What follows belongs to an exercise in optimizing a design on an open flow for small area and a short achievable clock period; a production flow would make more cautious choices. Function was checked by simulation only, so behaviour that the tests miss may differ from the original.

==> flow/design.v, too long to show whole: its modules and the start of the top module <==
// module STACK_BASED_ALU: 2616 lines
module STACK_BASED_ALU #(parameter n = 32) (input signed [n-1:0] input_data,input clk,input rst,input [2:0] opcode,output reg signed [n-1:0] output_data,output reg overflow,output reg [4:0] sp);
  // ...
==> flow/run.sh <==
#!/bin/bash
# synth_recipe.tcl (not shown) runs the flow's synth.tcl, then flattens the netlist and writes it again
# the make line also repeats each setting of config.mk as NAME=value (left out here)
make -C /OpenROAD-flow-scripts/flow DESIGN_CONFIG=/design/flow/config.mk WORK_HOME=/design/flow/orfs CLKGATE_MAP_FILE= SYNTH_SCRIPT=/design/flow/synth_recipe.tcl finish
==> flow/config.mk <==
export PLATFORM = sky130hd
export DESIGN_NAME = STACK_BASED_ALU
export DESIGN_NICKNAME = STACK_BASED_ALU
export VERILOG_FILES = /design/flow/design.v
export SDC_FILE = /design/flow/constraint.sdc
export NUM_CORES = 4
export LEC_CHECK = 0
export CAP_MARGIN = 20
export CORE_MARGIN = 2
export CORE_UTILIZATION = 40
export SLEW_MARGIN = 20
==> flow/constraint.sdc <==
create_clock -name core_clock -period 14.0 [get_ports {clk}]
set_input_delay 2.8000 -clock core_clock [delete_from_list [all_inputs] [get_ports {clk}]]
set_output_delay 2.8000 -clock core_clock [all_outputs]
set_load 0.01 [all_outputs]
==> results.tsv, run 1 <==
metric	value	unit
synthTopCellsByArea	dfxtp_1 (29%), mux2i_1 (14%), fa_1 (13%), o21ai_0 (7.5%), nand2_1 (5.8%)	
dieWidth	417.2	µm
synth_compound_area_share	15.40	%
buf_share	2.235	%
yosys_warnings	2	
largest_reg_flops	959	
seq_share	29.48	%
synthesis.nets	8199	
dp_hpwl	113.8	mm
dp_worst_setup_slack	6908	ps
synth_most_common_cell	nand2_1	
num_vias	51510	
min_path_cells	2	
grtUsageMet3	5.111	%
cts_made_buffers	108	
critPathLaunchType	flip-flop	
layout_worst_path_cycle_share	48.22	%
ys_types	65	
via_per_inst	5.425	
skew	24.73	ps
synth_area_leader_cell	dfxtp_1	
final_cells	9495	
status	finished clean	
synth_edf_count	32	
nFillCells	16080	
syn_area_per_cell	9.063	µm²
cp_data_arrival_time	7360	ps
finalWorstSetupSlack	7249	ps
seq_cell_count	1061	
==> run 2, diff against run 1 <==
--- a/flow/config.mk
+++ b/flow/config.mk
@@ -7,5 +7,5 @@
 export LEC_CHECK = 0
 export CAP_MARGIN = 20
 export CORE_MARGIN = 2
-export CORE_UTILIZATION = 40
+export CORE_UTILIZATION = 30
 export SLEW_MARGIN = 20
==> results.tsv, run 2 <==
metric	value	unit	change
status	finished clean		
period_needed	7169	ps	
antenna_left	0		
critPathLaunchType	flip-flop		
final_cells	10290		+8.3%
max_freq	139.5	MHz	
worstMarginPinSlew	1171	ps	
drive_gt1_share	4.784	%	
skew	42.01	ps	+17.28 ps
dpl_cell_area	71400	µm²	
hold_slack	459.1	ps	
drt_iter0_drc	5022		
drt_pass1_iterations	8		
grt_pass1_wl	296.0	mm	
cts_tree	done		
setup_viol	0		
drc	0		
cts_sinks	1061		
die_h	481.2	µm	
synth.cell_area	68310	µm²	
synthTopCellsByArea	dfxtp_1 (29%), mux2i_1 (14%), fa_1 (13%), o21ai_0 (7.5%), nand2_1 (5.8%)		
path_class	flip-flop to flip-flop		
via_per_inst	5.040		-7.1%
finalNetCount	7848		
ys_seq_area_share	31.84	%	
cp.required	14620	ps	
nFillCells	23170		+44%
dieWidth	481.2	µm	+15%
synth_most_common_cell	nand2_1		
r2r-end	overflow		
largest_reg_flops	959		unchanged
antenna_found_initial	7		
wl	189.3	mm	
clk_pin_slew	70	ps	
ioPinCount	75		
dp_hpwl	118.9	mm	+4.5%
ys.flop_type	dfxtp_1		
endpoint_kind	flip-flop		
core_area	226800	µm²	
syn2layout_area_growth	9.912	%	
track_usage	16.04	%	
reg2regPathDepth	21		
rr_startpoint	st[0][19]		
postSynth.asyncResetShare	3.582	%	
hold_violations	0		
grt_max_degree	310		
grt_pass1_vias	51040		
yosys_warnings	2		unchanged
ys_ff_latch	1061		
worstSetupEndpoint	overflow		
slew_headroom	21.90	%	
rsz0062_at_grt	no		
largestRegisters	st x959, output_data x32, b_two x16		
rows	175		
fin_area	75080	µm²	
die_area	231500	µm²	
clk_latency	750	ps	
place_inst	10090		
cts_setup_buffers	0		
cts_max_path_buffers	3		
grt_overflow	0		
maxCapViolCount	0		
h-tree-depth	3		
cts_made_buffers	107		-0.93%
cts_hold_buf	0		
ys_types	65		unchanged
layout_common_cells	nand2_1 (1063), o21ai_0 (1021), mux2i_1 (966), dfxtp_1 (946), inv_1 (554)		
hold_path.class	flip-flop to flip-flop		
final_common_cell	nand2_1		
start_util	30.11	%	
synth_top_area_share	29.04	%	
port_buffers	74		
reg2reg_setup_slack	6830	ps	
wire_per_inst	18.40	µm	
critPathMaxFanout	30		
top_register	st		
setup_tns	0	ps	
place_congestion	0.9338		
cts.repair.resized	0		
synth_edf_count	32		unchanged
cp-startpoint	st[0][19]		
drv_slew	0		
cp_data_arrival_time	7790	ps	+430 ps
cts-root-buf	clkbuf_16		
synthTopCellsByCount	nand2_1 (1064), o21ai_0 (1021), dfxtp_1 (991), mux2i_1 (966), clkbuf_1 (563)		
num_vias	51840		+0.63%
synthesis.nets	8199		unchanged
syn_area_per_cell	9.063	µm²	unchanged
syn_inst	7537		
layout_worst_path_cycle_share	51.20	%	+3.0 points
synth_area_leader_cell	dfxtp_1		
[run 2: layer usage]
layer | up-vias | share of wire, % | track usage [%]
li1 | 24660 | - | -
met1 | 24640 | 42 | 20.83
met2 | 2013 | 45 | 25.50
met3 | 524 | 8.7 | 3.451
met4 | 6 | 4.7 | 7.104
met5 | - | 0.024 | 0
[run 2: worst min path at each step]
stage / start / end / slack [ps] / cells past startpoint
2_1_floorplan: st[29][31] / flip-flop / 430 / 0
5_1_grt: st[29][26] / flip-flop / 480 / 0
6_report: st[29][21] / flip-flop / 460 / 0
3_3_place_gp: st[29][0] / flip-flop / 440 / 0
4_1_cts: st[29][8] / flip-flop / 460 / 0
3_5_place_dp: st[29][31] / flip-flop / 450 / 0
[run 2: area by class of cell]
type / count / area, µm² / area share, %
inverter: 561 / 2106 / 2.805
clock inverter: 37 / 524.3 / 0.6983
timing repair buffer: 188 / 1720 / 2.292
multi-input combinational: 5267 / 42030 / 55.98
tap: 3009 / 3765 / 5.015
antenna: 2 / 5.005 / 0.006666
sequential: 1061 / 21820 / 29.06
clock buffer: 161 / 3112 / 4.145
[run 2: cell families (layout without fill, tap and decap cells)]
group	after synthesis	in the layout	share of synthesized area, %
AO/OA/AOI/OAI	1768	1768	15.40
XOR/XNOR	665	665	8.527
adder cells (fa/ha/maj)	626	626	16.24
buffers and inverters	1209	947	6.658
flip-flops	1061	1061	31.84
multiplexers	969	969	14.21
other	0	2	0
AND/OR/NAND/NOR	1239	1239	7.113
[run 2: stage by stage]
stage	util, %	setup WS [ps]
3_3_place_gp	31.47	6545
6_report	33.10	6831
3_5_place_dp	31.47	6331
4_1_cts	33.08	6910
2_1_floorplan	-	7718
5_1_grt	33.09	6606
[run 2: critical path, stage by stage, from the launching register on]
cell	delay, ps
dfxtp_1	470
buf_4	580
a22oi_1	220
xor2_1	220
fa_1	490
fa_1	550
inv_1	60
fa_1	490
inv_1	60
fa_1	470
fa_1	530
fa_1	680
inv_1	70
ha_1	340
xnor2_1	150
nor4_1	410
nand4_1	140
nor4_1	490
buf_4	260
o21ai_0	90
mux2i_1	160
o31ai_1	90

what the ideal ports hide:
In the flow no input, the clock included, has a driving cell. The finished layouts below were timed again as built, in two steps.
Step 1 (the two cells are an assumption about what drives the block):
set clk [get_ports {clk}]
set_driving_cell -lib_cell sky130_fd_sc_hd__clkbuf_16 $clk
set_driving_cell -lib_cell sky130_fd_sc_hd__buf_2 [delete_from_list [all_inputs] $clk]
Step 2, shift: input delay + t, output delay - t, t = (earliest + latest rising clock arrival at the registers) / 2. This alone moves slack from input paths to output paths.
Three values: ideal ports, drivers, drivers and shift; two values: the first two.
| run | shift t [ns] | slack for setup (ns) | hold slack, ns | worst setup path at the end | slew at the worst register clock pin (ns) |
|---|---|---|---|---|---|
| run 1 | 0.809 | 7.249 / 7.249 / 6.809 | 0.453 / 0.453 / 0.453 | input to register | 0.08 / 0.08 |
| run 2 | 0.825 | 6.831 / 6.831 / 6.516 | 0.459 / 0.459 / 0.459 | input to register | 0.08 / 0.08 |
After both steps setup and hold are still met in every run listed. The setup slack of run 1, which loses most, moves by 0.000 ns with the drivers and by -0.440 ns with both steps.
